From an optimization exercise on the open Yosys and OpenROAD flow, aimed at small area; shortcuts taken in it are not production practice. RTL that was checked went through simulation tests only; none was proved equivalent to the original. Function not checked in runs 1 to 6: the RTL went through the layout flow alone. Power and IR drop assume default switching activity.

### flow/design.v
module timer_top (
input wire sys_clk,
input wire sys_rst_n,
input wire dbg_mode,
input wire [11:0] tim_paddr,
input wire tim_psel,
input wire tim_penable,
input wire tim_pwrite,
input wire [31:0] tim_pwdata,
input wire [3:0] tim_pstrb,
output reg [31:0] tim_prdata,
output wire tim_pready,
output wire tim_pslverr,
output wire tim_int
);
reg rdy;
always @(posedge sys_clk or negedge sys_rst_n)
	if (!sys_rst_n) rdy <= 1'b0;
	else            rdy <= tim_psel & tim_penable & ~rdy;
wire wr = rdy & tim_pwrite;
wire rd = rdy & ~tim_pwrite;
assign tim_pready = rdy;
wire       a_ok = (tim_paddr[11:5] == 7'd0) && (tim_paddr[1:0] == 2'd0);
wire [2:0] ai   = tim_paddr[4:2];
wire [31:0] d   = tim_pwdata;
wire [3:0]  s   = tim_pstrb;
wire tcr_w   = wr & a_ok & (ai == 3'd0);
wire tdr0_w  = wr & a_ok & (ai == 3'd1);
wire tdr1_w  = wr & a_ok & (ai == 3'd2);
wire tcmp0_w = wr & a_ok & (ai == 3'd3);
wire tcmp1_w = wr & a_ok & (ai == 3'd4);
wire tier_w  = wr & a_ok & (ai == 3'd5) & s[0];
wire tisr_w  = wr & a_ok & (ai == 3'd6) & s[0];
wire thcsr_w = wr & a_ok & (ai == 3'd7) & s[0];
reg       timer_en, div_en, int_en, int_st, halt_req, halt_ack;
reg [3:0] div_val;
wire [3:0] pdv    = d[11:8];
wire       pdv_bad = pdv[3] & (pdv[2:0] != 3'd0);
wire       dv_same = (pdv == div_val);
wire te_clr = tcr_w & ( ((s[1:0] == 2'b11) && (d == 32'h0))
			| (s[0] && timer_en && !div_en && (d[1:0] == 2'b00) && dv_same)
			| (s[0] && timer_en &&  div_en && (d[1:0] == 2'b10) && dv_same) );
wire te_keep = (s[1] & (pdv_bad | timer_en)) | (timer_en & (d[1] ^ div_en));
wire te_nxt  = te_clr ? 1'b0 : ((tcr_w & s[0]) ? (te_keep ? timer_en : d[0]) : timer_en);
wire de_nxt = (tcr_w & s[0] & ~timer_en) ? ((pdv_bad & s[1]) ? div_en : d[1]) : div_en;
wire [3:0] dv_nxt = (tcr_w & s[1] & ~timer_en & ~pdv_bad) ? pdv : div_val;
assign tim_pslverr = tcr_w & ( (timer_en & s[1] & ~dv_same)
			| (timer_en & s[0] & (d[1] ^ div_en))
			| (pdv_bad & s[1]) );
wire halt = halt_req & dbg_mode;
reg  [7:0] int_cnt;
wire [7:0] max_val;
genvar gi;
generate for (gi = 0; gi < 8; gi = gi + 1) begin : g_max
	assign max_val[gi] = div_val[3] | (div_val[2:0] > gi);
end endgenerate
wire dv_nz  = (div_val != 4'd0);
wire pulse  = (int_cnt == max_val);
wire cnt_en = ~halt & timer_en & (~div_en | ~dv_nz | pulse);
wire [7:0] ic_nxt = halt ? int_cnt :
		(~div_en | ~timer_en | pulse) ? 8'd0 :
		(dv_nz ? int_cnt + 8'd1 : int_cnt);
reg  [63:0] cnt;
wire [7:0] blk_one, blk_pre;
wire [63:0] cy;
generate for (gi = 0; gi < 8; gi = gi + 1) begin : g_blk
	assign blk_one[gi] = &cnt[8*gi+7:8*gi];
	if (gi == 0) begin : g0
		assign blk_pre[gi] = 1'b1;
	end else begin : gn
		assign blk_pre[gi] = blk_pre[gi-1] & blk_one[gi-1];
	end
end endgenerate
generate for (gi = 0; gi < 64; gi = gi + 1) begin : g_cy
	if (gi % 8 == 0) begin : gb
		assign cy[gi] = cnt_en & blk_pre[gi/8];
	end else begin : gr
		assign cy[gi] = cy[gi-1] & cnt[gi-1];
	end
end endgenerate
wire [63:0] inc = cnt ^ cy;
wire cnt_clr = timer_en & ~te_nxt;
wire [7:0] wb = {{4{tdr1_w}} & s, {4{tdr0_w}} & s};
reg  [63:0] cnt_nxt;
integer k;
always @(*) begin
	for (k = 0; k < 64; k = k + 1)
		cnt_nxt[k] = cnt_clr ? 1'b0 : (wb[k/8] ? d[k%32] : inc[k]);
end
reg  [63:0] cmp;
wire [7:0] cb = {{4{tcmp1_w}} & s, {4{tcmp0_w}} & s};
reg  [63:0] cmp_nxt;
always @(*) begin
	for (k = 0; k < 64; k = k + 1)
		cmp_nxt[k] = cb[k/8] ? d[k%32] : cmp[k];
end
wire eq = (inc == cmp);
always @(posedge sys_clk or negedge sys_rst_n) begin
	if (!sys_rst_n) begin
		timer_en <= 1'b0;
		div_en   <= 1'b0;
		div_val  <= 4'd1;
		int_en   <= 1'b0;
		int_st   <= 1'b0;
		halt_req <= 1'b0;
		halt_ack <= 1'b0;
		int_cnt  <= 8'd0;
		cnt      <= 64'd0;
		cmp      <= {64{1'b1}};
	end else begin
		timer_en <= te_nxt;
		div_en   <= de_nxt;
		div_val  <= dv_nxt;
		int_en   <= tier_w ? d[0] : int_en;
		int_st   <= (tisr_w & d[0]) ? 1'b0 : (eq | int_st);
		halt_req <= thcsr_w ? d[0] : halt_req;
		halt_ack <= dbg_mode & halt_req;
		int_cnt  <= ic_nxt;
		cnt      <= cnt_nxt;
		cmp      <= cmp_nxt;
	end
end
assign tim_int = int_en & int_st;
always @(*) begin
	tim_prdata = 32'h0;
	if (rd & a_ok)
		case (ai)
			3'd0: tim_prdata = {20'b0, div_val, 6'b0, div_en, timer_en};
			3'd1: tim_prdata = inc[31:0];
			3'd2: tim_prdata = inc[63:32];
			3'd3: tim_prdata = cmp[31:0];
			3'd4: tim_prdata = cmp[63:32];
			3'd5: tim_prdata = {31'b0, int_en};
			3'd6: tim_prdata = {31'b0, int_st};
			3'd7: tim_prdata = {30'b0, halt_ack, halt_req};
		endcase
end
endmodule
### flow/run.sh
#!/bin/bash
# synth_recipe.tcl (not shown) runs the flow's synth.tcl, then flattens the netlist and writes it again
# the make line also repeats each setting of config.mk as NAME=value (left out here)
make -C /OpenROAD-flow-scripts/flow DESIGN_CONFIG=/design/flow/config.mk WORK_HOME=/design/flow/orfs CLKGATE_MAP_FILE= SYNTH_SCRIPT=/design/flow/synth_recipe.tcl finish
### flow/config.mk
export PLATFORM = sky130hd
export DESIGN_NAME = timer_top
export DESIGN_NICKNAME = timer_top
export VERILOG_FILES = /design/flow/design.v
export SDC_FILE = /design/flow/constraint.sdc
export NUM_CORES = 4
export LEC_CHECK = 0
export CAP_MARGIN = 20
export CORE_MARGIN = 2
export CORE_UTILIZATION = 40
export SLEW_MARGIN = 20
### flow/constraint.sdc
create_clock -name core_clock -period 5.5 [get_ports {sys_clk}]
set_input_delay 1.1000 -clock core_clock [delete_from_list [all_inputs] [get_ports {sys_clk}]]
set_output_delay 1.1000 -clock core_clock [all_outputs]
set_load 0.01 [all_outputs]
==> results_dict.tcl, run 1 <==
set metrics [dict create \
    syn_area_per_cell_um2 9.982 \
    drt-total-wl_mm 28.65 \
    cts_tree "yes" \
    critPathCaptureType "primary output" \
    p_sw_uw 575.8 \
    core_area_um2 22430 \
    grt_pass1_wl_mm 44.93 \
    relSlewSlack 0.4691 \
    dpl.hpwl_mm 20.40 \
    start_kind "register" \
    gp_congestion 0.8627 \
    synthArstFlopShare 1.000 \
    ys_dominant_reg_cell "dfrtp_1" \
    max_freq_ghz 0.1887 \
    leakage_uw 0.005153 \
    finalSetupTns_ps 0 \
    crit_end "tim_prdata[31]" \
    syn_area_um2 9064 \
    peakVddDrop_uv 184.7 \
    die_y_um 154.5 \
    fp.dieW_um 154.5 \
    holdCritPathClass "register to register" \
    setup_viol 0 \
    power_uw 2405 \
    place.port_buffers 88 \
    area_growth_pct 23.11 \
    worstPathRequired_ps 4400 \
    drv_cap 0 \
    route.detailed.drc 0 \
    ctsRootBufferMaster "clkbuf_16" \
    globalRoute.totalOverflow 0 \
    yosys_register_bits 147 \
    via_per_inst 5.864 \
    yosysWarnings 1 \
    fin_area_um2 11160 \
    ys_seq_area_frac 0.4148 \
    path_clk_slew_ps 70 \
    cts_buffers 17 \
    worstReg2RegStart "div_val[2]$_DFFE_PN0P_" \
    drt_iter0_markers 593 \
    grtUsageTotal 0.2452 \
    clock_latency_ps 430 \
    dieArea_um2 23880 \
    drv_slew 0 \
    placed_cell_area_um2 10480 \
    fillers 2059 \
    critPathKind "register to primary output" \
    synth_compound_area_frac 0.1386 \
    synthAdderAreaFrac 0.07869 \
    yosys.area_share.simple 0.1612 \
    synth-edff-count 0 \
    ant_nets 0 \
    initial_core_util 0.4040 \
    antenna_found_initial 0 \
    layout-drive-gt1-share 0.2476 \
    fin_crit_sh 0.9638 \
    r2r-end "int_st$_DFF_PN0_" \
    seq_power_share 0.451 \
    grt_max_degree 67 \
    startpoint "div_val[2]$_DFFE_PN0P_" \
    nets 1132 \
    combPwrFrac 0.060 \
    vias 7734 \
    cts_sinks 147 \
    p_clk_frac 0.489 \
    reg2reg_setup_slack_ps 880 \
    post_drt_wl_per_cell_um 21.72 \
    period_needed_ps 5301 \
    final_hold_viol_count 0 \
    cp.arrival_ps 4200 \
    synthCells 908 \
    fin_skew_ps 8.675 \
    ff2ff_path_depth 21 \
    diodes 0 \
    synth_top_family_by_area "simple AND/OR/NAND/NOR gates" \
    place_ws_ps -93.68 \
    synthesis.nets 1019 \
    h-tree-depth 4 \
    ys_types 70 \
    rsz0062_at_grt "true" \
    grt_pass1_vias 7721 \
    post-route-util 0.4974 \
    clockBufferDepth 2 \
    cp_max_fo 7 \
    layout_setup_ws_ps 199.3 \
    power_density_nw_per_um2 215.5 \
    swShare 0.2394 \
    rows 55 \
    ios 89 \
    internal_power_uw 1829 \
    synth_xor_area_frac 0.08020 \
    tightest_slew_ps 796.4 \
    status "finished clean" \
    firstDrtPassIters 6 \
    synthMuxAreaShare 0.09787 \
]
==> worst min-delay path by stage <==
stage	startpoint	endpoint	slack (ps)	cells past startpoint
2_1_floorplan	rdy$_DFF_PN0_	rdy$_DFF_PN0_	480	1
3_3_place_gp	rdy$_DFF_PN0_	rdy$_DFF_PN0_	440	1
3_5_place_dp	rdy$_DFF_PN0_	rdy$_DFF_PN0_	440	1
4_1_cts	rdy$_DFF_PN0_	rdy$_DFF_PN0_	450	1
5_1_grt	rdy$_DFF_PN0_	rdy$_DFF_PN0_	480	1
6_report	rdy$_DFF_PN0_	rdy$_DFF_PN0_	440	1
==> placed cells by master, fill, tap and decap left out, types with 3 or more instances in the layout <==
cell	synthesis	final
nand2_1	104	104
nor2_1	28	26
a22oi_1	55	54
nor3_1	10	7
a21boi_0	4	3
nor2b_1	3	3
nand4_1	27	27
clkbuf_16	0	18
dfstp_2	65	65
nor3_2	1	4
nor4b_1	3	3
and2_1	3	3
nor4_1	23	23
o21ai_0	5	5
o22ai_1	3	3
a21o_1	3	3
clkinv_4	0	3
nand3_1	71	70
dlygate4sd2_1	0	3
inv_1	7	7
clkdlybuf4s50_1	0	75
dlymetal6s2s_1	0	4
buf_12	0	3
a21oi_1	96	96
buf_4	2	49
dfrtp_1	82	80
mux2i_1	5	5
xor2_1	63	62
clkinv_2	0	5
clkinvlp_4	0	3
ha_1	57	56
and3_1	4	4
xnor2_1	20	20
mux2_2	68	68
a31oi_1	5	4
==> state kept, by name, indices dropped and copies added (netlist names), 4 cells and up <==
register / count
div_val: 4
int_cnt: 8
cnt: 64
cmp: 64
==> kinds of logic (layout without fill, tap and decap cells) <==
logic type      after synthesis  after routing
compound gates              194            194
flops                       147            147
buf+inv                      54            180
simple gates                296            296
mux                          77             77
xor+xnor                     83             83
fa+ha+maj                    57             57
==> cell type report <==
type	count	area, um2	share of cell area
Sequential cell	147	3762	0.3372
Clock inverter	13	133.9	0.01200
Multi-Input combinational cell	707	5125	0.4593
Tap cell	285	356.6	0.03196
Timing Repair Buffer	140	1296	0.1162
Clock buffer	19	454.2	0.04070
Inverter	8	30.03	0.002691
==> metrics by stage <==
step	hold WS (ps)	std cells
final	444.1	1319
after CTS	451.2	1318
after floorplan	475.1	908
after global placement	444.1	1281
after global routing	477.8	1319
after detailed placement	439.7	1281
==> timing repair <==
item | CTS | global route
resized for setup | 10 | 27
hold buffers | 0 | 0
cloned | 0 | 0
pin swaps | 1 | 9
endpoints found under the setup margin | 9 | 13
setup buffers | 5 | 1
==> per-layer routing <==
layer  share of wire  GRT usage  vias to the layer above
met1            0.44     0.3342                     3820
met3           0.066    0.04903                       42
met5               0          0                        -
met4           0.025    0.08554                        0
met2            0.47     0.3903                      304
li1                -          -                     3568
==> worst max-delay path: stages, from the launching register on <==
cell	delay (ps)
dfrtp_2	450
or2_4	260
or3_4	340
and2_4	190
o21a_4	130
a2111oi_4	310
buf_4	200
and3_1	160
ha_1	160
ha_1	150
ha_1	150
ha_1	150
ha_1	160
ha_1	150
ha_1	160
xor2_1	180
a22oi_1	90
a21oi_1	210
buf_2	170
==> cell usage after synthesis (7+ instances only) <==
cell type	number	share of area
nor2_1	28	0.012
clkbuf_1	16	0.0066
dfstp_2	65	0.19
xnor2_1	20	0.019
a22oi_1	55	0.046
dfrtp_1	82	0.23
ha_1	57	0.079
nand2_1	104	0.043
inv_1	7	0.0029
buf_2	20	0.011
a21oi_1	96	0.053
xor2_1	63	0.061
nand4_1	27	0.019
nor3_1	10	0.0055
nand3_1	71	0.039
nor4_1	23	0.016
mux2_2	68	0.084
==> power by group through the flow <==
stage                     combinational [uW]  sequential [uW]  clock [uW]
final                                    143             1090        1180
after global routing                     153             1090        1250
after CTS                                143             1090        1200
after detailed placement                 142             1100           0
after global placement                   143             1100           0
after floorplan                         38.6             1100           0
==> run 2: changes to the inputs <==
--- a/flow/design.v
+++ b/flow/design.v
@@ -87,13 +87,14 @@
 	for (k = 0; k < 64; k = k + 1)
 		cnt_nxt[k] = cnt_clr ? 1'b0 : (wb[k/8] ? d[k%32] : inc[k]);
 end
-reg  [63:0] cmp;
+reg  [63:0] ncmp;    
 wire [7:0] cb = {{4{tcmp1_w}} & s, {4{tcmp0_w}} & s};
 reg  [63:0] cmp_nxt;
 always @(*) begin
 	for (k = 0; k < 64; k = k + 1)
-		cmp_nxt[k] = cb[k/8] ? d[k%32] : cmp[k];
+		cmp_nxt[k] = cb[k/8] ? ~d[k%32] : ncmp[k];
 end
+wire [63:0] cmp = ~ncmp;
 wire eq = (inc == cmp);
 always @(posedge sys_clk or negedge sys_rst_n) begin
 	if (!sys_rst_n) begin
@@ -106,7 +107,7 @@
 		halt_ack <= 1'b0;
 		int_cnt  <= 8'd0;
 		cnt      <= 64'd0;
-		cmp      <= {64{1'b1}};
+		ncmp     <= 64'd0;
 	end else begin
 		timer_en <= te_nxt;
 		div_en   <= de_nxt;
@@ -117,7 +118,7 @@
 		halt_ack <= dbg_mode & halt_req;
 		int_cnt  <= ic_nxt;
 		cnt      <= cnt_nxt;
-		cmp      <= cmp_nxt;
+		ncmp     <= cmp_nxt;
 	end
 end
 assign tim_int = int_en & int_st;
==> flow/flow/run.sh (new file) <==
#!/bin/bash
set -o pipefail
bash standard.sh > standard.log 2>&1
==> flow/standard.sh (new file) <==
#!/bin/bash
# synth_recipe.tcl (not shown) runs the flow's synth.tcl, then flattens the netlist and writes it again
# the make line also repeats each setting of config.mk as NAME=value (left out here)
make -C /OpenROAD-flow-scripts/flow DESIGN_CONFIG=/design/flow/config.mk WORK_HOME=/design/flow/orfs CLKGATE_MAP_FILE= SYNTH_SCRIPT=/design/flow/synth_recipe.tcl "${@:-finish}"
removed: flow/run.sh
==> results_dict.tcl, run 2 <==
set metrics [dict create \
    status "finished clean" \
    clockBufferDepth 2 \
    dieArea_um2 23340 \
    period_needed_ps 5415 \
    worst_path_dominant_cell_family "adder cells" \
    fin_crit_sh 0.9845 \
    cp.arrival_ps 4310 \
    final_hold_viol_count 0 \
    path_cells "o21a_1 > or3_1 > a221o_1 > nor2_4 > o2111ai_1 > buf_4 > nor4_4 > ha_1 > ha_1 > ha_1 > ha_1 > ha_1 > ha_1 > ha_2 > xor2_2 > a221oi_2 > nor2_1 > dlygate4sd2_1" \
    grtUsageTotal 0.2457 \
    grt_pass1_wl_mm 44.74 \
    drv_cap 0 \
    yosys_register_bits 147 \
    yosysWarnings 1 \
    ctsRootBufferMaster "clkbuf_16" \
    cts_buffers 17 \
    ios 89 \
    fp.dieW_um 152.8 \
    yosysTopAreaCell "dfrtp_1" \
    place.port_buffers 88 \
    max_stage_delay_ps 470 \
    grt_pass1_vias 7777 \
    synth_area_leaders "dfrtp_1, ha_1, nor2_1" \
    cts_tree "yes" \
    place_ws_ps -182.8 \
    synthArstFlopShare 1.000 \
    ys_top_cells_by_count "nor2_1, dfrtp_1, a21oi_1" \
    max_freq_ghz 0.1847 \
    leakage_uw 0.005386 \
    setup_viol 0 \
    dpl.hpwl_mm 20.60 \
    tightest_slew_ps 737.8 \
    rsz0062_at_grt "true" \
    critPathCaptureType "primary output" \
    relSlewSlack 0.5076 \
    power_uw 2520 \
    synth-edff-count 0 \
    power_density_nw_per_um2 225.8 \
    ff2ff_path_depth 21 \
    cpMaxStageDelayCell "dfrtp_2" \
    core_area_um2 21760 \
    fin_skew_ps 10.50 \
    h-tree-depth 4 \
    ant_nets 0 \
    route.detailed.drc 0 \
    drt-total-wl_mm 28.75 \
    dp.cells 1332 \
    ys_dominant_reg_cell "dfrtp_1" \
    syn_area_um2 8853 \
    die_y_um 152.8 \
    critPathKind "register to primary output" \
    cp_max_fo 8 \
    grt_max_degree 67 \
    synthCells 955 \
    layout_common_cells "nor2_1, dfrtp_1, a21oi_1" \
    final_common_cell "nor2_1" \
    drt_iter0_markers 472 \
    cp_common_cell "ha_1" \
    diodes 0 \
    drv_slew 0 \
    worstPathRequired_ps 4400 \
    clock_latency_ps 430 \
    synthesis.nets 1066 \
    path_clk_slew_ps 60 \
    worstSetupPathDepth 18 \
    antenna_found_initial 0 \
    area_growth_pct 26.07 \
    synth_most_common_cell "nor2_1" \
    globalRoute.totalOverflow 0 \
    worstHoldPathCells 1 \
    reg_top3 "cnt x64, ncmp x64, int_cnt x8" \
    fillers 2029 \
    layout_setup_ws_ps 85.42 \
    start_kind "register" \
    vias 7845 \
    peakVddDrop_uv 169.7 \
    layout-drive-gt1-share 0.1446 \
    gp_congestion 0.8948 \
    rows 54 \
    holdCritPathClass "register to register" \
    critPathBufInv 2 \
    synth.top_cell.area_share 0.4127 \
    layout.cells.non_filler 1373 \
    nets 1192 \
    ys_types 61 \
    post_drt_wl_per_cell_um 20.94 \
    cts_sinks 147 \
    holdBufCountCts 0 \
    initial_core_util 0.4069 \
    syn_area_per_cell_um2 9.271 \
    via_per_inst 5.714 \
    ys_seq_area_frac 0.4156 \
    firstDrtPassIters 5 \
]
## run 2: area by class of cell
class | instances | area (um2) | share of cell area
Multi-Input combinational cell | 744 | 5032 | 0.4508
Inverter | 13 | 48.80 | 0.004372
Clock buffer | 17 | 425.4 | 0.03811
Tap cell | 280 | 350.3 | 0.03139
Clock inverter | 14 | 212.7 | 0.01906
Timing Repair Buffer | 158 | 1408 | 0.1261
Sequential cell | 147 | 3685 | 0.3301
## run 2: through the flow
stage | setup TNS (ps) | hold slack, ps | cell area, um2 | util
after floorplan | 0 | 474.8 | 8853 | -
after detailed placement | -923.9 | 435.8 | 10310 | 0.4741
after CTS | -24.27 | 445.2 | 11020 | 0.5064
after global placement | -789.9 | 437.5 | 10310 | 0.4741
after global routing | -340.7 | 466.6 | 11160 | 0.5131
final | 0 | 441.3 | 11160 | 0.5131
## run 2: timing repair
item / in CTS / in global routing
pin swaps: 4 / 8
setup buffers: 2 / 8
endpoints found under the setup margin: 14 / 19
resized for setup: 16 / 23
## run 2: worst paths after layout
check,from,endpoint,slack (ps)
max reg2reg,div_val[1]$_DFFE_PN0P_,int_st$_DFF_PN0_,410
max,div_val[1]$_DFFE_PN0P_,tim_prdata[31],90
max in group asynchronous,sys_rst_n,int_cnt[6]$_DFFE_PN0P_,3620
min in group asynchronous,sys_rst_n,cnt[22]$_DFF_PN0_,660
min reg2reg,rdy$_DFF_PN0_,rdy$_DFF_PN0_,440
min,rdy$_DFF_PN0_,rdy$_DFF_PN0_,440
## run 2: kinds of logic (layout without fill, tap and decap cells)
| family | Yosys count | count (layout) | synth area share |
|---|---|---|---|
| AO/OA/AOI/OAI | 204 | 204 | 0.1374 |
| XOR/XNOR | 80 | 80 | 0.07914 |
| adder cells (fa/ha/maj) | 57 | 57 | 0.08055 |
| buffers and inverters | 64 | 202 | 0.03208 |
| flip-flops | 147 | 147 | 0.4156 |
| multiplexers | 67 | 67 | 0.07674 |
| AND/OR/NAND/NOR | 336 | 336 | 0.1785 |
## run 2: per-layer routing
layer | share of wire | global-route usage | vias up | wire length (um)
met3 | 0.058 | 0.05034 | 40 | 1672
met2 | 0.47 | 0.3942 | 257 | 13540
met5 | 0 | 0 | - | 0
met4 | 0.020 | 0.06481 | 0 | 566
li1 | - | - | 3661 | -
met1 | 0.45 | 0.3398 | 3887 | 12970
## run 2: power breakdown
| group | internal [uW] | switching, uW | leakage [uW] |
|---|---|---|---|
| registers | 1080 | 0.995 | 0.00204 |
| clock network | 801 | 479 | 0.000312 |
| logic | 57.7 | 98.5 | 0.00304 |
## run 2: worst register-to-register path: cells and delay by family (launching register included)
family	cells	cell delay (ps)
AOI/OAI and AO/OA	5	1180
buffers and inverters	2	350
and+or+nand+nor	6	1670
xor gates and xnor gates	1	120
DFF	1	470
adders and majority gates	7	1220
==> run 3: changes to the inputs <==
==> flow/flow/run.sh (replaced) <==
#!/bin/bash
# Standard ORFS layout with lighter port buffers, no CTS dummy loads and
# power recovery (downsizing of non-critical cells) after global routing.
set -o pipefail
export BUFFER_PORTS_ARGS="-buffer_cell sky130_fd_sc_hd__buf_1"
export CTS_ARGS="-sink_clustering_enable -repair_clock_nets -dont_use_dummy_load"
export RECOVER_POWER=100
bash standard.sh > standard.log 2>&1
--- a/flow/config.mk
+++ b/flow/config.mk
@@ -7,5 +7,5 @@
 export LEC_CHECK = 0
 export CAP_MARGIN = 20
 export CORE_MARGIN = 2
-export CORE_UTILIZATION = 40
+export CORE_UTILIZATION = 60
 export SLEW_MARGIN = 20
==> results_dict.tcl, run 3 <==
set metrics [dict create \
    grt_max_degree 67 \
    clock_latency_ps 420 \
    grt-busiest-layer "met2" \
    start_kind "register" \
    rows 44 \
    yosys_register_bits 147 \
    syn_area_um2 8853 \
    clockBufferDepth 2 \
    cts_sinks 147 \
    layout-drive-gt1-share 0.09542 \
    layout_common_cells "nor2_1, dfrtp_1, a21oi_1" \
    synth_area_leaders "dfrtp_1, ha_1, nor2_1" \
    fp.dieW_um 125.5 \
    vias 7913 \
    critPathKind "register to primary output" \
    max_freq_ghz 0.1863 \
    path_cells "o21a_1 > or3_1 > a221o_1 > nor2_4 > o2111ai_1 > buf_4 > nor4_2 > ha_2 > ha_1 > ha_1 > ha_1 > ha_1 > ha_1 > ha_1 > xor2_2 > a221oi_2 > nor2_1 > buf_1" \
    grt_use_met1 0.4461 \
    place.port_buffers 88 \
    syn_area_per_cell_um2 9.271 \
    drt-total-wl_mm 27.28 \
    period_needed_ps 5368 \
    globalRoute.totalOverflow 0 \
    yosysTopAreaCell "dfrtp_1" \
    post_drt_wl_per_cell_um 22.14 \
    yosysWarnings 1 \
    synthCells 955 \
    reg_top3 "cnt x64, ncmp x64, int_cnt x8" \
    dieArea_um2 15740 \
    power_uw 2148 \
    status "finished with violations" \
    cp_common_cell "ha_1" \
    gp_congestion 0.9271 \
    cpMaxStageDelayCell "dfrtp_2" \
    synth-edff-count 0 \
    critPathCaptureType "primary output" \
    holdBufCountCts 0 \
    grt_pass1_wl_mm 42.06 \
    ctsRootBufferMaster "clkbuf_16" \
    synth_most_common_cell "nor2_1" \
    area_growth_pct 12.97 \
    worst_hold_slack_ps 433.3 \
    path_clk_slew_ps 60 \
    relSlewSlack -1.453 \
    cts_tree "yes" \
    violations "max-capacitance violations, max-slew violations" \
    ant_nets 0 \
    ys_seq_area_frac 0.4156 \
    cp_max_fo 7 \
    grt_use_met3 0.06718 \
    initial_core_util 0.6115 \
    fin_skew_ps 11.67 \
    die_y_um 125.5 \
    worstPathRequired_ps 4400 \
    critPathBufInv 2 \
    tightest_slew_ps 3680 \
    synth.top_cell.area_share 0.4127 \
    synthArstFlopShare 1.000 \
    final_hold_viol_count 0 \
    holdCritPathClass "register to register" \
    peakVddDrop_uv 208.6 \
    worst_path_dominant_cell_family "adder cells" \
    via_per_inst 6.423 \
    grtUsageTotal 0.3444 \
    post-route-util 0.6908 \
    setup_viol 0 \
    power_density_nw_per_um2 214.8 \
    nets 1161 \
    ios 89 \
    core_area_um2 14480 \
    final_common_cell "nor2_1" \
    antenna_found_initial 0 \
    dpl.hpwl_mm 19.36 \
    diodes 0 \
    cp.arrival_ps 4270 \
    drt_iter0_markers 662 \
    fin_crit_sh 0.9759 \
    met2_usage 0.5672 \
    leakage_uw 0.004743 \
    ys_dominant_reg_cell "dfrtp_1" \
    ys_top_cells_by_count "nor2_1, dfrtp_1, a21oi_1" \
    firstDrtPassIters 7 \
    h-tree-depth 4 \
    max_stage_delay_ps 460 \
    cts_buffers 17 \
    synthesis.nets 1066 \
    ys_types 61 \
    drv_slew 67 \
    route.detailed.drc 0 \
    grt_pass1_vias 7724 \
    drv_cap 1 \
]
[run 3: cell count changes in the layout (fill, tap and decap cells not counted), sizes merged]
cell	change
buf	+43
clkinvlp	-1
dlygate4sd2	-4
bufinv	-5
dlymetal6s2s	-5
clkdlybuf4s50	-77
clkinv	-8
clkbuf	+12
[run 3: layout make-up]
cell class / instances / area (um2)
multi-input combinational: 744 / 5020
sequential: 147 / 3686
timing repair buffer: 127 / 591.8
inverter: 13 / 48.80
clock buffer: 17 / 425.4
tap: 184 / 230.2
fill: 1181 / 4477
[run 3: what timing repair did]
action,4_1_cts,5_1_grt
pin swaps,3,7
endpoints found under the hold margin,0,0
gates resized for setup,10,20
endpoints found under the setup margin,5,8
buffers inserted,0,21
[run 3: metrics by stage]
step / cell area, um2 / TNS [ps] / setup slack, ps / std cells
6_report: 10000 / 0 / 132.3 / 1232
5_1_grt: 10000 / -219.8 / -102.2 / 1232
4_1_cts: 9788 / 0 / 5.060 / 1210
3_5_place_dp: 9324 / 0 / 156.7 / 1193
3_3_place_gp: 9324 / 0 / 248.4 / 1193
2_1_floorplan: 8853 / 0 / 953.2 / 955
[run 3: cells by family (layout without fill, tap and decap cells)]
logic type	after synthesis	after routing	share of synthesized area
and+or+nand+nor	336	336	0.1785
muxes	67	67	0.07674
AOI/OAI and AO/OA	204	204	0.1374
DFF	147	147	0.4156
adders and majority gates	57	57	0.08055
buffers and inverters	64	157	0.03208
xor gates and xnor gates	80	80	0.07914
[run 3: where the power goes]
part | internal [uW] | switching, uW | leakage, uW
registers | 1080 | 0.991 | 0.00204
clock network | 535 | 400 | 0.000209
logic | 30.9 | 97.5 | 0.00250
total | 1650 | 498 | 0.00474
[run 3: per-layer routing]
metal | vias to the layer above | wire length (um)
li1 | 3582 | -
met1 | 3857 | 10840
met2 | 385 | 13270
met3 | 89 | 2037
met4 | 0 | 1126
met5 | - | 0
[run 3: worst paths after layout]
kind | start | to | slack [ps] | cells after the start
worst max-delay path | div_val[1]$_DFFE_PN0P_ | tim_prdata[31] | 130 | 18
worst min-delay path | rdy$_DFF_PN0_ | rdy$_DFF_PN0_ | 430 | 1
worst max register to register | div_val[1]$_DFFE_PN0P_ | int_st$_DFF_PN0_ | 500 | 19
worst min register to register | rdy$_DFF_PN0_ | rdy$_DFF_PN0_ | 430 | 1
max in group asynchronous | sys_rst_n | ncmp[51]$_DFFE_PN0P_ | 870 | 2
min in group asynchronous | sys_rst_n | cnt[34]$_DFF_PN0_ | 1930 | 1
[run 3: worst reg2reg max path, delay by kind of cell (launching register included)]
kind                     cells  cell delay [ps]
AND/OR/NAND/NOR              6             1780
adder cells (fa/ha/maj)      7             1280
AO/OA/AOI/OAI                5             1180
flip-flops                   1              460
XOR/XNOR                     1              210
==> run 4: changes to the inputs <==
--- a/flow/config.mk
+++ b/flow/config.mk
@@ -7,5 +7,5 @@
 export LEC_CHECK = 0
 export CAP_MARGIN = 20
 export CORE_MARGIN = 2
-export CORE_UTILIZATION = 60
+export CORE_UTILIZATION = 40
 export SLEW_MARGIN = 20
==> results_dict.tcl, run 4 <==
set metrics [dict create \
    synth_top_family_by_area "simple AND/OR/NAND/NOR gates" \
    crit_end "tim_prdata[6]" \
    yosys.area_share.simple 0.1785 \
    leakage_uw 0.004643 \
    violations "max-capacitance violations, max-slew violations" \
    met2_usage 0.3758 \
    vias 7554 \
    antenna_found_initial 0 \
    worst_hold_slack_ps 441.3 \
    rows 54 \
    status "finished with violations" \
    h-tree-depth 4 \
    yosys_register_bits 147 \
    seqCellArea_um2 3685 \
    ys_seq_area_frac 0.4156 \
    holdCritPathClass "register to register" \
    firstDrtPassIters 5 \
    layout-drive-gt1-share 0.07324 \
    ctsRootBufferMaster "clkbuf_16" \
    drt-total-wl_mm 27.81 \
    grtUsageTotal 0.2413 \
    cts_buffers 17 \
    final_common_cell "nor2_1" \
    layout.cells.non_filler 1304 \
    dieArea_um2 23340 \
    place.port_buffers 88 \
    grt_use_met3 0.04067 \
    drv_cap 1 \
    core_area_um2 21760 \
    grt-busiest-layer "met2" \
    worstPathRequired_ps 4400 \
    post_drt_wl_per_cell_um 21.33 \
    yosysWarnings 1 \
    cp_max_fo 11 \
    ff2ff_path_depth 20 \
    reg_top3 "cnt x64, ncmp x64, int_cnt x8" \
    power_uw 2160 \
    gp_congestion 0.8867 \
    globalRoute.totalOverflow 0 \
    ios 89 \
    path_clk_slew_ps 60 \
    route.detailed.drc 0 \
    finalSetupTns_ps 0 \
    synthMuxAreaShare 0.07674 \
    fin_crit_sh 0.9693 \
    clock_latency_ps 440 \
    r2r-end "int_st$_DFF_PN0_" \
    power_density_nw_per_um2 216.8 \
    startpoint "div_val[0]$_DFFE_PN1P_" \
    area_growth_pct 12.52 \
    path_cells "nor4bb_1 > a211oi_1 > a221o_1 > nor2_4 > o2111ai_4 > inv_1 > ha_1 > ha_1 > ha_1 > ha_1 > ha_1 > ha_1 > ha_1 > a21oi_1 > a21oi_1 > buf_1" \
    clockBufferDepth 2 \
    ys_types 61 \
    cp_common_cell "ha_1" \
    cts_tree "yes" \
    synth.top_cell.area_share 0.4127 \
    start_kind "register" \
    fin_area_um2 9962 \
    tightest_slew_ps 3745 \
    fillers 2132 \
    final_hold_viol_count 0 \
    nets 1137 \
    synth_area_leaders "dfrtp_1, ha_1, nor2_1" \
    fin_skew_ps 30.05 \
    ant_nets 0 \
    peakVddDrop_uv 162.6 \
    fp.dieW_um 152.8 \
    drt_iter0_markers 584 \
    setup_viol 0 \
    synth_compound_area_frac 0.1374 \
    ys_top_cells_by_count "nor2_1, dfrtp_1, a21oi_1" \
    syn_area_per_cell_um2 9.271 \
    initial_core_util 0.4069 \
    multi_input_area_um2 5001 \
    grt_pass1_vias 7418 \
    via_per_inst 5.793 \
    grt_use_met1 0.3478 \
    diodes 0 \
    holdBufCountCts 0 \
    max_stage_delay_ps 620 \
    worstReg2RegStart "div_val[1]$_DFFE_PN0P_" \
    cpMaxStageDelayCell "dfstp_2" \
    grt_pass1_wl_mm 43.91 \
    dp.cells 1283 \
    reg2reg_setup_slack_ps 590 \
    synth_most_common_cell "nor2_1" \
    grt_max_degree 83 \
    drv_slew 66 \
    die_y_um 152.8 \
    period_needed_ps 5331 \
    cts_sinks 147 \
    worst_path_dominant_cell_family "adder cells" \
    critPathBufInv 2 \
    layout_common_cells "nor2_1, dfrtp_1, a21oi_1" \
    max_freq_ghz 0.1876 \
    cp.arrival_ps 4230 \
    synthesis.nets 1066 \
    synthArstFlopShare 1.000 \
    synthAdderAreaFrac 0.08055 \
    worstSetupPathDepth 16 \
    relSlewSlack -1.496 \
    ys_dominant_reg_cell "dfrtp_1" \
    critPathCaptureType "primary output" \
    synthCells 955 \
    synth_xor_area_frac 0.07914 \
    yosysTopAreaCell "dfrtp_1" \
    dpl.hpwl_mm 20.15 \
    synth-edff-count 0 \
    critPathKind "register to primary output" \
    syn_area_um2 8853 \
    placed_cell_area_um2 9412 \
]
run 4: area by class of cell:
cell class | instances | share of cell area
multi-input cells | 744 | 0.5020
flip-flops and latches | 147 | 0.3699
repair buffers | 103 | 0.04534
clock buffers | 17 | 0.04270
well taps | 280 | 0.03517
inverters | 13 | 0.004898
run 4: metrics by stage:
stage	utilization	worst slack (ps)
6_report	0.4579	168.9
5_1_grt	0.4579	-20.98
3_3_place_gp	0.4326	280.5
3_5_place_dp	0.4326	178.4
2_1_floorplan	-	953.2
4_1_cts	0.4530	4.876
run 4: timing repair:
| action | in CTS | in global routing |
|---|---|---|
| resized for setup | 3 | 15 |
| setup endpoints to repair | 6 | 10 |
| pin swaps | 1 | 3 |
| setup buffers | 0 | 4 |
run 4: per-layer routing:
metal	wire (um)	vias up	part of all wire
li1	-	3528	-
met1	12750	3752	0.46
met2	12890	236	0.46
met3	1654	38	0.059
met4	513	0	0.018
met5	0	-	0
run 4: power breakdown:
| group | total, uW | internal [uW] | switching, uW |
|---|---|---|---|
| logic | 131 | 32.1 | 98.7 |
| clock network | 945 | 535 | 410 |
| registers | 1080 | 1080 | 0.990 |
run 4: how the worst min path moves through the flow:
stage	from	endpoint	depth (start not counted)
finish	rdy$_DFF_PN0_	rdy$_DFF_PN0_	1
global route	rdy$_DFF_PN0_	rdy$_DFF_PN0_	1
CTS	rdy$_DFF_PN0_	rdy$_DFF_PN0_	1
detailed placement	rdy$_DFF_PN0_	rdy$_DFF_PN0_	1
global placement	rdy$_DFF_PN0_	rdy$_DFF_PN0_	1
floorplan	rdy$_DFF_PN0_	rdy$_DFF_PN0_	1
run 4: cells by family (layout without fill, tap and decap cells):
logic type | count (synthesis) | count (layout)
XOR/XNOR | 80 | 80
AND/OR/NAND/NOR | 336 | 336
flip-flops | 147 | 147
adder cells (fa/ha/maj) | 57 | 57
multiplexers | 67 | 67
buffers and inverters | 64 | 133
AO/OA/AOI/OAI | 204 | 204
==> run 5: changes to the inputs <==
==> flow/flow/run.sh (replaced) <==
#!/bin/bash
# Standard ORFS layout with lighter port buffers and no CTS dummy loads.
set -o pipefail
export BUFFER_PORTS_ARGS="-buffer_cell sky130_fd_sc_hd__buf_1"
export CTS_ARGS="-sink_clustering_enable -repair_clock_nets -dont_use_dummy_load"
bash standard.sh > standard.log 2>&1
==> results_dict.tcl, run 5 <==
set metrics [dict create \
    synthArstFlopShare 1.000 \
    yosysTopAreaCell "dfrtp_1" \
    critPathKind "register to primary output" \
    antenna_found_initial 0 \
    gp_congestion 0.8867 \
    power_density_nw_per_um2 216.7 \
    drv_cap 0 \
    clock_latency_ps 440 \
    drv_slew 0 \
    yosys_register_bits 147 \
    placed_cell_area_um2 9412 \
    via_per_inst 5.778 \
    grtUsageTotal 0.2413 \
    ys_dominant_reg_cell "dfrtp_1" \
    yosysWarnings 1 \
    synth-edff-count 0 \
    firstDrtPassIters 5 \
    synth_compound_area_frac 0.1374 \
    leakage_uw 0.004661 \
    grt_pass1_vias 7418 \
    layout_common_cells "nor2_1, dfrtp_1, a21oi_1" \
    tightest_slew_ps 1055 \
    syn_area_per_cell_um2 9.271 \
    h-tree-depth 4 \
    die_y_um 152.8 \
    synth_area_leaders "dfrtp_1, ha_1, nor2_1" \
    globalRoute.totalOverflow 0 \
    critPathCaptureType "primary output" \
    clockBufferDepth 2 \
    period_needed_ps 5327 \
    fin_crit_sh 0.9686 \
    ys_seq_area_frac 0.4156 \
    seqCellArea_um2 3685 \
    nets 1137 \
    status "finished clean" \
    rows 54 \
    initial_core_util 0.4069 \
    drt_iter0_markers 562 \
    grt_pass1_wl_mm 43.91 \
    relSlewSlack 0.2940 \
    peakVddDrop_uv 162.6 \
    cts_buffers 17 \
    post_drt_wl_per_cell_um 21.36 \
    fin_skew_ps 29.55 \
    cp_max_fo 11 \
    route.detailed.drc 0 \
    ctsRootBufferMaster "clkbuf_16" \
    multi_input_area_um2 5006 \
    ys_types 61 \
    synth_top_family_by_area "simple AND/OR/NAND/NOR gates" \
    worstPathRequired_ps 4400 \
    dieArea_um2 23340 \
    drt-total-wl_mm 27.85 \
    synthMuxAreaShare 0.07674 \
    syn_area_um2 8853 \
    reg_top3 "cnt x64, ncmp x64, int_cnt x8" \
    area_growth_pct 12.66 \
    fp.dieW_um 152.8 \
    synth_most_common_cell "nor2_1" \
    cp.arrival_ps 4230 \
    core_area_um2 21760 \
    fin_area_um2 9975 \
    dpl.hpwl_mm 20.15 \
    diodes 0 \
    cts_sinks 147 \
    ant_nets 0 \
    place.port_buffers 88 \
    max_freq_ghz 0.1877 \
    start_kind "register" \
    grt_max_degree 83 \
    path_clk_slew_ps 60 \
    layout-drive-gt1-share 0.07617 \
    ios 89 \
    cts_tree "yes" \
    synthCells 955 \
    holdBufCountCts 0 \
    power_uw 2161 \
    fillers 2131 \
    final_common_cell "nor2_1" \
    synthesis.nets 1066 \
    synth_xor_area_frac 0.07914 \
    synth.top_cell.area_share 0.4127 \
    holdCritPathClass "register to register" \
    finalSetupTns_ps 0 \
    vias 7534 \
    ys_top_cells_by_count "nor2_1, dfrtp_1, a21oi_1" \
    synthAdderAreaFrac 0.08055 \
    setup_viol 0 \
    yosys.area_share.simple 0.1785 \
    final_hold_viol_count 0 \
]
## run 5: metal layers
layer  routed length, um  global-route usage  vias up
met5                   0                   0        -
met4                 470             0.06658        0
met3                1643             0.04067       32
met2               12940              0.3758      239
met1               12790              0.3478     3735
li1                    -                   -     3528
## run 5: area by class of cell
cell class,count,area share
Multi-Input combinational cell,744,0.5019
Tap cell,280,0.03512
Inverter,13,0.004892
Timing Repair Buffer,103,0.04604
Sequential cell,147,0.3694
Clock buffer,17,0.04265
## run 5: power by group
group	internal [uW]	leakage, uW	switching, uW
clock	535	0.000209	411
sequential	1080	0.00204	0.990
combinational	32.2	0.00241	98.8
total	1650	0.00466	511
## run 5: what timing repair did
item                                   in CTS  in global routing
endpoints found under the hold margin       0                  0
gates cloned                                0                  0
setup endpoints to repair                   6                 10
pin swaps                                   1                  3
gates resized for setup                     3                 15
setup buffers                               0                  4
## run 5: worst paths after layout
kind | start | to | slack, ps | cells after the start
worst max-delay path | div_val[0]$_DFFE_PN1P_ | tim_prdata[6] | 170 | 16
worst min register to register | rdy$_DFF_PN0_ | rdy$_DFF_PN0_ | 440 | 1
worst min-delay path | rdy$_DFF_PN0_ | rdy$_DFF_PN0_ | 440 | 1
max in group asynchronous | sys_rst_n | int_cnt[0]$_DFFE_PN0P_ | 3630 | 2
min in group asynchronous | sys_rst_n | ncmp[52]$_DFFE_PN0P_ | 840 | 1
worst max register to register | div_val[1]$_DFFE_PN0P_ | int_st$_DFF_PN0_ | 650 | 19
## run 5: kinds of logic (layout without fill, tap and decap cells)
logic type / after synthesis / count (layout)
and+or+nand+nor: 336 / 336
AOI/OAI and AO/OA: 204 / 204
DFF: 147 / 147
xor gates and xnor gates: 80 / 80
muxes: 67 / 67
buffers and inverters: 64 / 133
adders and majority gates: 57 / 57
## run 5: critical path, cell delays in order, from the launching register on
cell,delay [ps]
dfstp_2,620
nor4bb_1,80
a211oi_1,250
a221o_1,270
nor2_4,70
o2111ai_4,340
inv_1,120
ha_1,200
ha_1,180
ha_1,180
ha_1,190
ha_1,180
ha_1,180
ha_1,380
a21oi_1,90
a21oi_1,280
buf_1,200
## run 5: metrics by stage
stage               setup slack, ps  cells  hold WS [ps]    util
global route                 -21.97   1304         472.2  0.4585
floorplan                     953.2    955         474.8       -
CTS                           4.876   1300         450.0  0.4530
finish                        172.9   1304         441.3  0.4585
detailed placement            178.4   1283         453.4  0.4326
global placement              280.5   1283         432.1  0.4326
==> run 6: changes to the inputs <==
==> flow/flow/run.sh (replaced) <==
#!/bin/bash
# Standard ORFS layout with lighter port buffers and no CTS dummy loads.
set -o pipefail
export BUFFER_PORTS_ARGS="-buffer_cell sky130_fd_sc_hd__buf_1"
export CTS_ARGS="-sink_clustering_enable -repair_clock_nets -dont_use_dummy_load -buf_list sky130_fd_sc_hd__clkbuf_8"
bash standard.sh > standard.log 2>&1
==> results_dict.tcl, run 6 <==
set metrics [dict create \
    peakVddDrop_uv 117.9 \
    dpl.hpwl_mm 20.15 \
    initial_core_util 0.4069 \
    layout.cells.non_filler 1311 \
    worstPathRequired_ps 4400 \
    yosysTopAreaCell "dfrtp_1" \
    path_cells "clkbuf_2 > o21a_1 > or3_1 > a221o_1 > nor2_4 > o2111ai_4 > inv_1 > ha_1 > ha_1 > ha_1 > ha_1 > ha_1 > ha_1 > ha_1 > a21oi_1 > a21oi_1 > buf_1" \
    synth_area_leaders "dfrtp_1, ha_1, nor2_1" \
    drt-total-wl_mm 27.95 \
    ys_seq_area_frac 0.4156 \
    post_drt_wl_per_cell_um 21.32 \
    grt_pass1_wl_mm 43.97 \
    critPathKind "register to primary output" \
    max_stage_delay_ps 590 \
    cts_tree "yes" \
    status "finished clean" \
    ios 89 \
    drv_cap 0 \
    dp.cells 1283 \
    firstDrtPassIters 5 \
    post-route-util 0.4538 \
    critPathBufInv 3 \
    clockBufferDepth 2 \
    holdCritPathClass "register to register" \
    drv_slew 0 \
    yosysWarnings 1 \
    route.detailed.drc 0 \
    r2r-end "int_st$_DFF_PN0_" \
    holdPathEnd "rdy$_DFF_PN0_" \
    synth_most_common_cell "nor2_1" \
    grt_pass1_vias 7449 \
    reg2reg_setup_slack_ps 650 \
    final_common_cell "nor2_1" \
    die_y_um 152.8 \
    fin_crit_sh 0.9702 \
    ant_nets 0 \
    antenna_found_initial 0 \
    path_clk_slew_ps 70 \
    ys_types 61 \
    worstReg2RegStart "div_val[0]$_DFFE_PN1P_" \
    worstHoldPathCells 1 \
    globalRoute.totalOverflow 0 \
    cp.arrival_ps 4240 \
    critPathCaptureType "primary output" \
    start_kind "register" \
    cts_buffers 17 \
    fin_skew_ps 35.42 \
    yosys_register_bits 147 \
    layout-drive-gt1-share 0.09117 \
    setup_viol 0 \
    clock_latency_ps 470 \
    ys_top_cells_by_count "nor2_1, dfrtp_1, a21oi_1" \
    leakage_uw 0.004627 \
    cts_sinks 147 \
    final_hold_viol_count 0 \
    place.port_buffers 88 \
    tightest_slew_ps 1027 \
    layout_common_cells "nor2_1, dfrtp_1, a21oi_1" \
    area_growth_pct 11.52 \
    syn_area_per_cell_um2 9.271 \
    via_per_inst 5.797 \
    synth-edff-count 0 \
    drt_iter0_markers 676 \
    hold_start "rdy$_DFF_PN0_" \
    fp.dieW_um 152.8 \
    ff2ff_path_depth 21 \
    period_needed_ps 5336 \
    synthArstFlopShare 1.000 \
    dieArea_um2 23340 \
    relSlewSlack 0.3128 \
    cpMaxStageDelayCell "dfstp_2" \
    reg_top3 "cnt x64, ncmp x64, int_cnt x8" \
    synthesis.nets 1066 \
    grtUsageTotal 0.2405 \
    h-tree-depth 4 \
    vias 7600 \
    max_freq_ghz 0.1874 \
    ctsRootBufferMaster "clkbuf_8" \
    synthCells 955 \
    grt_max_degree 83 \
    rows 54 \
    ys_dominant_reg_cell "dfrtp_1" \
    worst_path_dominant_cell_family "adder cells" \
    synth.top_cell.area_share 0.4127 \
    core_area_um2 21760 \
    cp_max_fo 7 \
    power_density_nw_per_um2 187.6 \
    cp_common_cell "ha_1" \
    nets 1144 \
    gp_congestion 0.8867 \
    syn_area_um2 8853 \
    diodes 0 \
]
[run 6: area by class of cell]
cell class	instances	area, um2
Clock buffer	17	234.0
Fill cell	2135	11880
Inverter	13	48.80
Multi-Input combinational cell	744	5046
Sequential cell	147	3685
Tap cell	280	350.3
Timing Repair Buffer	110	509.2
[run 6: metal layers]
metal	GRT usage	vias to the layer above	routed length (um)
met5	0	-	0
met4	0.05952	0	397
met3	0.04465	31	1786
met2	0.3731	268	13000
met1	0.3483	3765	12760
li1	-	3536	-
[run 6: timing repair]
| item | 4_1_cts | 5_1_grt |
|---|---|---|
| pin swaps | 2 | 6 |
| endpoints found under the setup margin | 6 | 7 |
| resized for setup | 5 | 23 |
| hold buffers | 0 | 0 |
| buffers inserted | 1 | 10 |
[run 6: stage by stage]
step / hold slack (ps) / setup WS, ps / setup TNS [ps] / power, uW / area [um2]
finish: 443.5 / 164.1 / 0 / 1852 / 9873
global route: 474.9 / -17.58 / -24.31 / 1930 / 9873
CTS: 452.3 / 64.81 / 0 / 1866 / 9687
detailed placement: 453.4 / 178.4 / 0 / 1233 / 9412
global placement: 432.1 / 280.5 / 0 / 1233 / 9412
floorplan: 474.8 / 953.2 / 0 / 1153 / 8853
[run 6: worst max-delay path by stage]
| stage | start | to | slack (ps) | cells past startpoint |
|---|---|---|---|---|
| floorplan | div_val[3]$_DFFE_PN0P_ | tim_prdata[31] | 950 | 16 |
| global placement | div_val[1]$_DFFE_PN0P_ | tim_prdata[31] | 280 | 17 |
| detailed placement | div_val[1]$_DFFE_PN0P_ | tim_prdata[31] | 180 | 17 |
| CTS | div_val[1]$_DFFE_PN0P_ | tim_prdata[23] | 60 | 18 |
| global route | div_val[0]$_DFFE_PN1P_ | tim_prdata[15] | -20 | 18 |
| finish | div_val[0]$_DFFE_PN1P_ | tim_prdata[6] | 160 | 17 |
[run 6: where the power goes]
part	switching (uW)	internal, uW	total [uW]	leakage [uW]
logic	99.2	32.4	132	0.00247
clock network	365	272	637	0.000122
registers	0.992	1080	1080	0.00204
[run 6: kinds of logic after synthesis]
group | share of synthesized area
AOI/OAI and AO/OA | 0.1374
xor gates and xnor gates | 0.07914
adders and majority gates | 0.08055
buffers and inverters | 0.03208
DFF | 0.4156
muxes | 0.07674
and+or+nand+nor | 0.1785
==> run 7: changes to the inputs <==
--- a/flow/design.v
+++ b/flow/design.v
@@ -13,6 +13,7 @@
 output wire tim_pslverr,
 output wire tim_int
 );
+reg rst_q;    
 reg rdy;
 always @(posedge sys_clk or negedge sys_rst_n)
 	if (!sys_rst_n) rdy <= 1'b0;
@@ -79,7 +80,7 @@
 	end
 end endgenerate
 wire [63:0] inc = cnt ^ cy;
-wire cnt_clr = timer_en & ~te_nxt;
+wire cnt_clr = (timer_en & ~te_nxt) | ~rst_q;
 wire [7:0] wb = {{4{tdr1_w}} & s, {4{tdr0_w}} & s};
 reg  [63:0] cnt_nxt;
 integer k;
@@ -88,16 +89,20 @@
 		cnt_nxt[k] = cnt_clr ? 1'b0 : (wb[k/8] ? d[k%32] : inc[k]);
 end
 reg  [63:0] ncmp;    
-wire [7:0] cb = {{4{tcmp1_w}} & s, {4{tcmp0_w}} & s};
+wire [7:0] cb = {{4{tcmp1_w}} & s, {4{tcmp0_w}} & s} | {8{~rst_q}};
+wire [31:0] ncd = ~d & {32{rst_q}};
 reg  [63:0] cmp_nxt;
 always @(*) begin
 	for (k = 0; k < 64; k = k + 1)
-		cmp_nxt[k] = cb[k/8] ? ~d[k%32] : ncmp[k];
+		cmp_nxt[k] = cb[k/8] ? ncd[k%32] : ncmp[k];
 end
 wire [63:0] cmp = ~ncmp;
 wire eq = (inc == cmp);
-always @(posedge sys_clk or negedge sys_rst_n) begin
-	if (!sys_rst_n) begin
+always @(posedge sys_clk or negedge sys_rst_n)
+	if (!sys_rst_n) rst_q <= 1'b0;
+	else            rst_q <= 1'b1;
+always @(posedge sys_clk) begin
+	if (!rst_q) begin
 		timer_en <= 1'b0;
 		div_en   <= 1'b0;
 		div_val  <= 4'd1;
@@ -106,8 +111,6 @@
 		halt_req <= 1'b0;
 		halt_ack <= 1'b0;
 		int_cnt  <= 8'd0;
-		cnt      <= 64'd0;
-		ncmp     <= 64'd0;
 	end else begin
 		timer_en <= te_nxt;
 		div_en   <= de_nxt;
@@ -117,11 +120,13 @@
 		halt_req <= thcsr_w ? d[0] : halt_req;
 		halt_ack <= dbg_mode & halt_req;
 		int_cnt  <= ic_nxt;
-		cnt      <= cnt_nxt;
-		ncmp     <= cmp_nxt;
 	end
 end
-assign tim_int = int_en & int_st;
+always @(posedge sys_clk) begin
+	cnt  <= cnt_nxt;
+	ncmp <= cmp_nxt;
+end
+assign tim_int = int_en & int_st & rst_q;
 always @(*) begin
 	tim_prdata = 32'h0;
 	if (rd & a_ok)
==> results_dict.tcl, run 7 <==
set metrics [dict create \
    layout_setup_ws_ps 197.9 \
    synth_compound_area_frac 0.1134 \
    nets 1092 \
    fin_skew_ps 20.80 \
    setup_viol 0 \
    reg_top3 "cnt x64, ncmp x64, int_cnt x8" \
    drt-total-wl_mm 25.56 \
    yosysWarnings 1 \
    synth-edff-count 64 \
    holdCritPathClass "input pin to async pin" \
    cpMaxStageDelayCell "or4_1" \
    grt-busiest-layer "met2" \
    power_density_nw_per_um2 212.0 \
    relSlewSlack 0.3630 \
    synth.top_cell.area_share 0.2305 \
    drv_slew 0 \
    grt_pass1_wl_mm 38.90 \
    clockBufferDepth 2 \
    via_per_inst 5.703 \
    dp.cells 1230 \
    yosysTopAreaCell "edfxtp_1" \
    max_freq_ghz 0.1886 \
    grt_pass1_vias 6822 \
    synthArstFlopShare 0.01351 \
    critPathKind "register to primary output" \
    layout-drive-gt1-share 0.07457 \
    met2_usage 0.3616 \
    core_area_um2 20360 \
    critPathCaptureType "primary output" \
    dieArea_um2 22020 \
    route.detailed.drc 0 \
    post-route-util 0.4625 \
    synth_xor_area_frac 0.08298 \
    cp_max_fo 11 \
    cts_sinks 148 \
    yosys_register_bits 148 \
    layout.cells.non_filler 1250 \
    worstPathRequired_ps 4400 \
    drv_cap 0 \
    period_needed_ps 5302 \
    gp_congestion 0.8557 \
    grt_max_degree 65 \
    dpl.hpwl_mm 19.01 \
    place.port_buffers 88 \
    seqCellArea_um2 3618 \
    vias 7129 \
    final_common_cell "nor2_1" \
    syn_area_per_cell_um2 9.348 \
    drt_iter0_markers 538 \
    area_growth_pct 12.97 \
    multi_input_area_um2 4606 \
    max_stage_delay_ps 530 \
    rsz0062_at_grt "true" \
    firstDrtPassIters 5 \
    yosys.area_share.simple 0.1871 \
    layout_common_cells "nor2_1, buf_1, a21oi_1" \
    final_hold_viol_count 0 \
    path_clk_slew_ps 80 \
    cp_common_cell "ha_1" \
    fin_crit_sh 0.9640 \
    ios 89 \
    globalRoute.totalOverflow 0 \
    synthesis.nets 1003 \
    path_cells "or4_1 > or3_1 > o211ai_2 > a31oi_4 > nor2_1 > and2_1 > ha_1 > ha_1 > ha_1 > ha_1 > ha_1 > ha_1 > ha_1 > xnor2_1 > nor3_1 > nor3_2 > nor2_1 > buf_1" \
    h-tree-depth 4 \
    die_y_um 148.4 \
    post_drt_wl_per_cell_um 20.45 \
    peakVddDrop_uv 130.9 \
    synth_top_family_by_area "simple AND/OR/NAND/NOR gates" \
    ys_seq_area_frac 0.4334 \
    ant_nets 0 \
    cts_buffers 17 \
    initial_core_util 0.4094 \
    ys_dominant_reg_cell "dfxtp_1" \
    syn_area_um2 8338 \
    grt_use_met3 0.06350 \
    cp.arrival_ps 4200 \
    rows 52 \
    synthMuxAreaShare 0.06993 \
    worst_hold_slack_ps 425.3 \
    finalSetupTns_ps 0 \
    place_ws_ps 148.2 \
    synthAdderAreaFrac 0.08553 \
    fp.dieW_um 148.4 \
    grt_use_met1 0.3285 \
    cts_tree "yes" \
    ys_top_cells_by_count "nor2_1, dfxtp_1, a21oi_1" \
    fillers 2010 \
    antenna_found_initial 1 \
    ctsRootBufferMaster "clkbuf_8" \
    tightest_slew_ps 955.5 \
    start_kind "register" \
    clock_latency_ps 440 \
    synth_area_leaders "edfxtp_1, dfxtp_1, ha_1" \
    synthCells 892 \
    leakage_uw 0.003907 \
    grtUsageTotal 0.2348 \
    status "finished clean" \
    ys_types 58 \
    synth_most_common_cell "nor2_1" \
]
-- run 7: changes by cell type after synthesis, moves of 12 or more --
cell and change:
dfrtp_1 -144, nand3_1 +13, clkbuf_1 +19, nand2_1 +19, nor2_1 -34, buf_2 -12
a21oi_1 -43, dfxtp_1 +82, edfxtp_1 +64
-- run 7: cell families after synthesis --
| logic type | count (synthesis) |
|---|---|
| AO/OA/AOI/OAI | 157 |
| XOR/XNOR | 79 |
| adder cells (fa/ha/maj) | 57 |
| buffers and inverters | 60 |
| flip-flops | 148 |
| multiplexers | 57 |
| other | 1 |
| AND/OR/NAND/NOR | 333 |
-- run 7: worst paths after layout --
| path | cells past startpoint | start | to | slack [ps] |
|---|---|---|---|---|
| hold reg to reg | 1 | rdy$_DFF_PN0_ | rdy$_DFF_PN0_ | 450 |
| min in group core_clock | 1 | rdy$_DFF_PN0_ | rdy$_DFF_PN0_ | 450 |
| max in group asynchronous | 1 | sys_rst_n | rst_q$_DFF_PN0_ | 4950 |
| setup / recovery | 18 | div_val[0]$_SDFFE_PN1P_ | tim_prdata[31] | 200 |
| hold / removal | 1 | sys_rst_n | rdy$_DFF_PN0_ | 430 |
| setup reg to reg | 20 | div_val[0]$_SDFFE_PN1P_ | int_st$_SDFF_PP0_ | 880 |
-- run 7: critical path, delay by kind of cell (launching register included) --
family,cells,cell delay [ps]
compound gates,2,270
xor+xnor,1,150
fa+ha+maj,7,1040
buf+inv,1,140
flops,1,380
simple gates,7,1770
-- run 7: final cells by class --
type | instances | share of cell area
repair buffers | 120 | 0.06190
flip-flops and latches | 148 | 0.3842
multi-input cells | 684 | 0.4890
well taps | 270 | 0.03587
clock buffers | 17 | 0.02484
diodes | 1 | 0.0002657
inverters | 10 | 0.003985
-- run 7: per-stage QoR --
step | cell area [um2] | total power [uW]
floorplan | 8338 | 1307
global placement | 9071 | 1390
detailed placement | 9071 | 1390
CTS | 9344 | 2008
global route | 9417 | 2072
finish | 9419 | 1997
-- run 7: what timing repair did --
item | CTS | global route
pin swaps | 1 | 4
hold buffers | 0 | 0
buffers inserted | 1 | 1
resized for setup | 7 | 11
cloned | 0 | 0
endpoints found under the setup margin | 6 | 6
-- run 7: routing by layer --
metal	share of wire	vias to the layer above
met4	0.016	0
met1	0.44	3375
li1	-	3401
met2	0.45	326
met5	0	-
met3	0.091	27
-- run 7: power by group --
group          switching, uW  internal [uW]  total (uW)
registers               21.1           1180        1200
clock network            355            273         628
logic                    117           54.3         171
==> run 8: changes to the inputs <==
==> flow/flow/run.sh (replaced) <==
#!/bin/bash
# The standard ORFS layout, with:
#  - port buffers of sky130_fd_sc_hd__buf_1
#  - clock tree of clkbuf_8, without dummy loads
#  - the standard flow's synthesis script, with only ABC's mapping script replaced by flow/abc.script
set -o pipefail
here=$(pwd)
export BUFFER_PORTS_ARGS="-buffer_cell sky130_fd_sc_hd__buf_1"
export CTS_ARGS="-sink_clustering_enable -repair_clock_nets -dont_use_dummy_load -buf_list sky130_fd_sc_hd__clkbuf_8"
{
  echo "proc abc {args} {"
  echo "  set i [lsearch -exact \$args -script]"
  echo "  if {\$i >= 0} { lset args [expr {\$i + 1}] $here/flow/abc.script }"
  echo "  yosys abc {*}\$args"
  echo "}"
  cat synth_recipe.tcl
} > my_synth.tcl
sed "s#SYNTH_SCRIPT=[^ ]*#SYNTH_SCRIPT=$here/my_synth.tcl#" standard.sh > my_standard.sh
bash my_standard.sh > standard.log 2>&1
==> flow/flow/abc.script (new file) <==
strash
dch
&get -n
&st
&dch
&nf
&put
==> results_dict.tcl, run 8 <==
set metrics [dict create \
    route.detailed.drc 0 \
    path_cells "buf_8 > or3_4 > and3_4 > o2111ai_4 > o221ai_4 > nand4_1 > buf_6 > nor2_4 > ha_2 > ha_2 > ha_2 > ha_1 > ha_2 > ha_2 > ha_4 > xnor2_4 > o22ai_2 > nor2_1 > nor2_1 > buf_2" \
    fin_skew_ps 27.59 \
    worst_path_dominant_cell_family "adder cells" \
    drv_cap 0 \
    clockBufferDepth 2 \
    synth.top_cell.area_share 0.2409 \
    drv_slew 0 \
    layout_common_cells "nand2_1, nor2_1, a21oi_1" \
    final_common_cell "nand2_1" \
    cts_tree "yes" \
    dieArea_um2 21090 \
    via_per_inst 5.803 \
    diodes 0 \
    cpMaxStageDelayCell "or3_4" \
    path_clk_slew_ps 60 \
    synth_most_common_cell "nand2_1" \
    start_kind "register" \
    cp.arrival_ps 4250 \
    max_freq_ghz 0.1868 \
    h-tree-depth 4 \
    ys_seq_area_frac 0.4530 \
    placed_cell_area_um2 8791 \
    drt_iter0_markers 593 \
    power_density_nw_per_um2 211.8 \
    period_needed_ps 5352 \
    worstPathRequired_ps 4400 \
    cp_common_cell "ha_2" \
    synthArstFlopShare 0.01351 \
    relSlewSlack 0.4558 \
    fin_crit_sh 0.9731 \
    critPathKind "register to primary output" \
    layout_setup_ws_ps 147.8 \
    area_growth_pct 18.13 \
    gp_congestion 0.8684 \
    grt_pass1_wl_mm 39.70 \
    peakVddDrop_uv 156.4 \
    post_drt_wl_per_cell_um 20.93 \
    reg_top3 "cnt x64, ncmp x64, int_cnt x8" \
    yosysTopAreaCell "edfxtp_1" \
    ys_types 46 \
    max_stage_delay_ps 400 \
    syn_area_per_cell_um2 9.318 \
    fp.dieW_um 145.2 \
    critPathBufInv 3 \
    nets 1097 \
    initial_core_util 0.4085 \
    layout-drive-gt1-share 0.08943 \
    die_y_um 145.2 \
    setup_viol 0 \
    ant_nets 0 \
    grt_pass1_vias 6969 \
    ys_top_cells_by_count "nand2_1, nor2_1, a21oi_1" \
    leakage_uw 0.003346 \
    status "finished clean" \
    reg2reg_setup_slack_ps 760 \
    place.port_buffers 88 \
    core_area_um2 19530 \
    synth-edff-count 64 \
    syn_area_um2 7976 \
    antenna_found_initial 0 \
    cts_buffers 17 \
    rows 51 \
    yosys_register_bits 148 \
    final_hold_viol_count 0 \
    tightest_slew_ps 812.7 \
    holdBufCountCts 0 \
    drt-total-wl_mm 26.14 \
    critPathCaptureType "primary output" \
    ctsRootBufferMaster "clkbuf_8" \
    fillers 1931 \
    yosysWarnings 1 \
    holdCritPathClass "input pin to async pin" \
    grtUsageTotal 0.2454 \
    fin_area_um2 9423 \
    ys_dominant_reg_cell "dfxtp_1" \
    synthCells 856 \
    cts_sinks 148 \
    dpl.hpwl_mm 19.10 \
    vias 7248 \
    grt_max_degree 65 \
    synth_area_leaders "edfxtp_1, dfxtp_1, ha_1" \
    synthesis.nets 967 \
    cp_max_fo 9 \
    firstDrtPassIters 5 \
    clock_latency_ps 470 \
    globalRoute.totalOverflow 0 \
    ios 89 \
    place_ws_ps 254.3 \
]
==> run 8: cell types whose count changed in the layout (fill, tap and decap cells not counted), sizes merged, moves of 8 or more <==
cell / previous run / this run
nand2: 45 / 155
nor2: 156 / 103
mux2i: 56 / 16
o221ai: 0 / 19
nand3: 30 / 14
a22oi: 0 / 10
buf: 120 / 111
inv: 10 / 1
xor2: 26 / 18
==> run 8: through the flow <==
step | setup TNS, ps | power [uW] | hold slack [ps] | utilization | instances
6_report | 0 | 1996 | 420.7 | 0.4826 | 1249
5_1_grt | -47.99 | 2063 | 410.7 | 0.4826 | 1249
4_1_cts | -43.41 | 2002 | 404.5 | 0.4635 | 1243
3_5_place_dp | 0 | 1379 | 443.1 | 0.4502 | 1226
3_3_place_gp | 0 | 1377 | 444.9 | 0.4502 | 1226
2_1_floorplan | 0 | 1291 | 428.7 | - | 856
==> run 8: routing by layer <==
layer / share of wire / wire (um) / track usage
met1: 0.43 / 11230 / 0.3210
met2: 0.47 / 12260 / 0.3976
met3: 0.064 / 1675 / 0.04623
met4: 0.037 / 975 / 0.1054
met5: 0 / 0 / 0
==> run 8: timing repair <==
item                                    in CTS  in global routing
pin swaps                                    0                 16
endpoints found under the setup margin       9                  9
setup buffers                                0                  6
gates resized for setup                      4                 69
==> run 8: final timing paths <==
path	startpoint	end	cells past startpoint
setup / recovery	div_val[3]$_SDFFE_PN0P_	tim_prdata[15]	20
hold / removal	sys_rst_n	rdy$_DFF_PN0_	1
setup reg to reg	div_val[3]$_SDFFE_PN0P_	int_st$_SDFF_PP0_	20
hold reg to reg	int_en$_SDFFE_PN0P_	int_en$_SDFFE_PN0P_	2
max in group asynchronous	sys_rst_n	rst_q$_DFF_PN0_	1
min in group core_clock	int_en$_SDFFE_PN0P_	int_en$_SDFFE_PN0P_	2
==> run 8: kinds of logic (layout without fill, tap and decap cells) <==
family,after synthesis,in the layout,share of synthesized area
DFF,148,148,0.4530
adders and majority gates,57,57,0.08941
and+or+nand+nor,379,379,0.2147
xor gates and xnor gates,72,72,0.07906
other,1,1,0.0004701
muxes,16,16,0.02008
AOI/OAI and AO/OA,178,178,0.1409
buffers and inverters,5,133,0.002353
==> run 8: area by class of cell <==
class,instances,area [um2],area share
sequential,148,3622,0.3844
timing repair buffer,111,525.5,0.05577
tap,265,331.6,0.03519
inverter,5,18.77,0.001992
multi-input combinational,703,4691,0.4978
clock buffer,17,234.0,0.02483
==> run 8: power by group <==
group          leakage, uW  switching (uW)  total (uW)  internal, uW
Combinational      0.00188             112         159          47.5
Clock             0.000122             366         638           272
Sequential         0.00135            21.9        1200          1180

re-timing with driven ports:
In the flow no input, the clock included, has a driving cell. The finished layouts below were timed again as built, in two steps.
Step 1 (the two cells are an assumption about what drives the block):
set clk [get_ports {sys_clk}]
set_driving_cell -lib_cell sky130_fd_sc_hd__clkbuf_16 $clk
set_driving_cell -lib_cell sky130_fd_sc_hd__buf_2 [delete_from_list [all_inputs] $clk]
Step 2 moves the port delays by t, midway between the first and last clock arrival at a register: inputs arrive t later, outputs are due t later. That takes back most of the time a late clock gives input paths.
Three values: no drivers, after step 1, after step 2; two values: the first two.
run	shift t [ns]	setup slack, ns	hold WS [ns]	worst data-port slew with drivers (ns)	pins driven straight from the clock port
run 1	0.477	0.199 / 0.152 / 0.208	0.444 / 0.444 / 0.444	0.05	1
run 2	0.474	0.085 / 0.037 / 0.111	0.441 / 0.441 / 0.441	0.07	1
run 3	0.457	0.132 / 0.087 / 0.405	0.433 / 0.433 / 0.433	0.03	1
run 4	0.474	0.169 / 0.119 / 0.570	0.441 / 0.441 / 0.441	0.04	1
run 5	0.473	0.173 / 0.123 / 0.565	0.441 / 0.441 / 0.441	0.04	1
run 6	0.494	0.164 / 0.120 / 0.610	0.443 / 0.443 / 0.443	0.04	1
run 7	0.478	0.198 / 0.153 / 0.382	0.425 / 0.402 / 0.454	0.06	1
run 8	0.498	0.148 / 0.107 / 0.531	0.421 / 0.409 / 0.457	0.05	1
The worst setup slack also covers recovery checks on asynchronous resets.
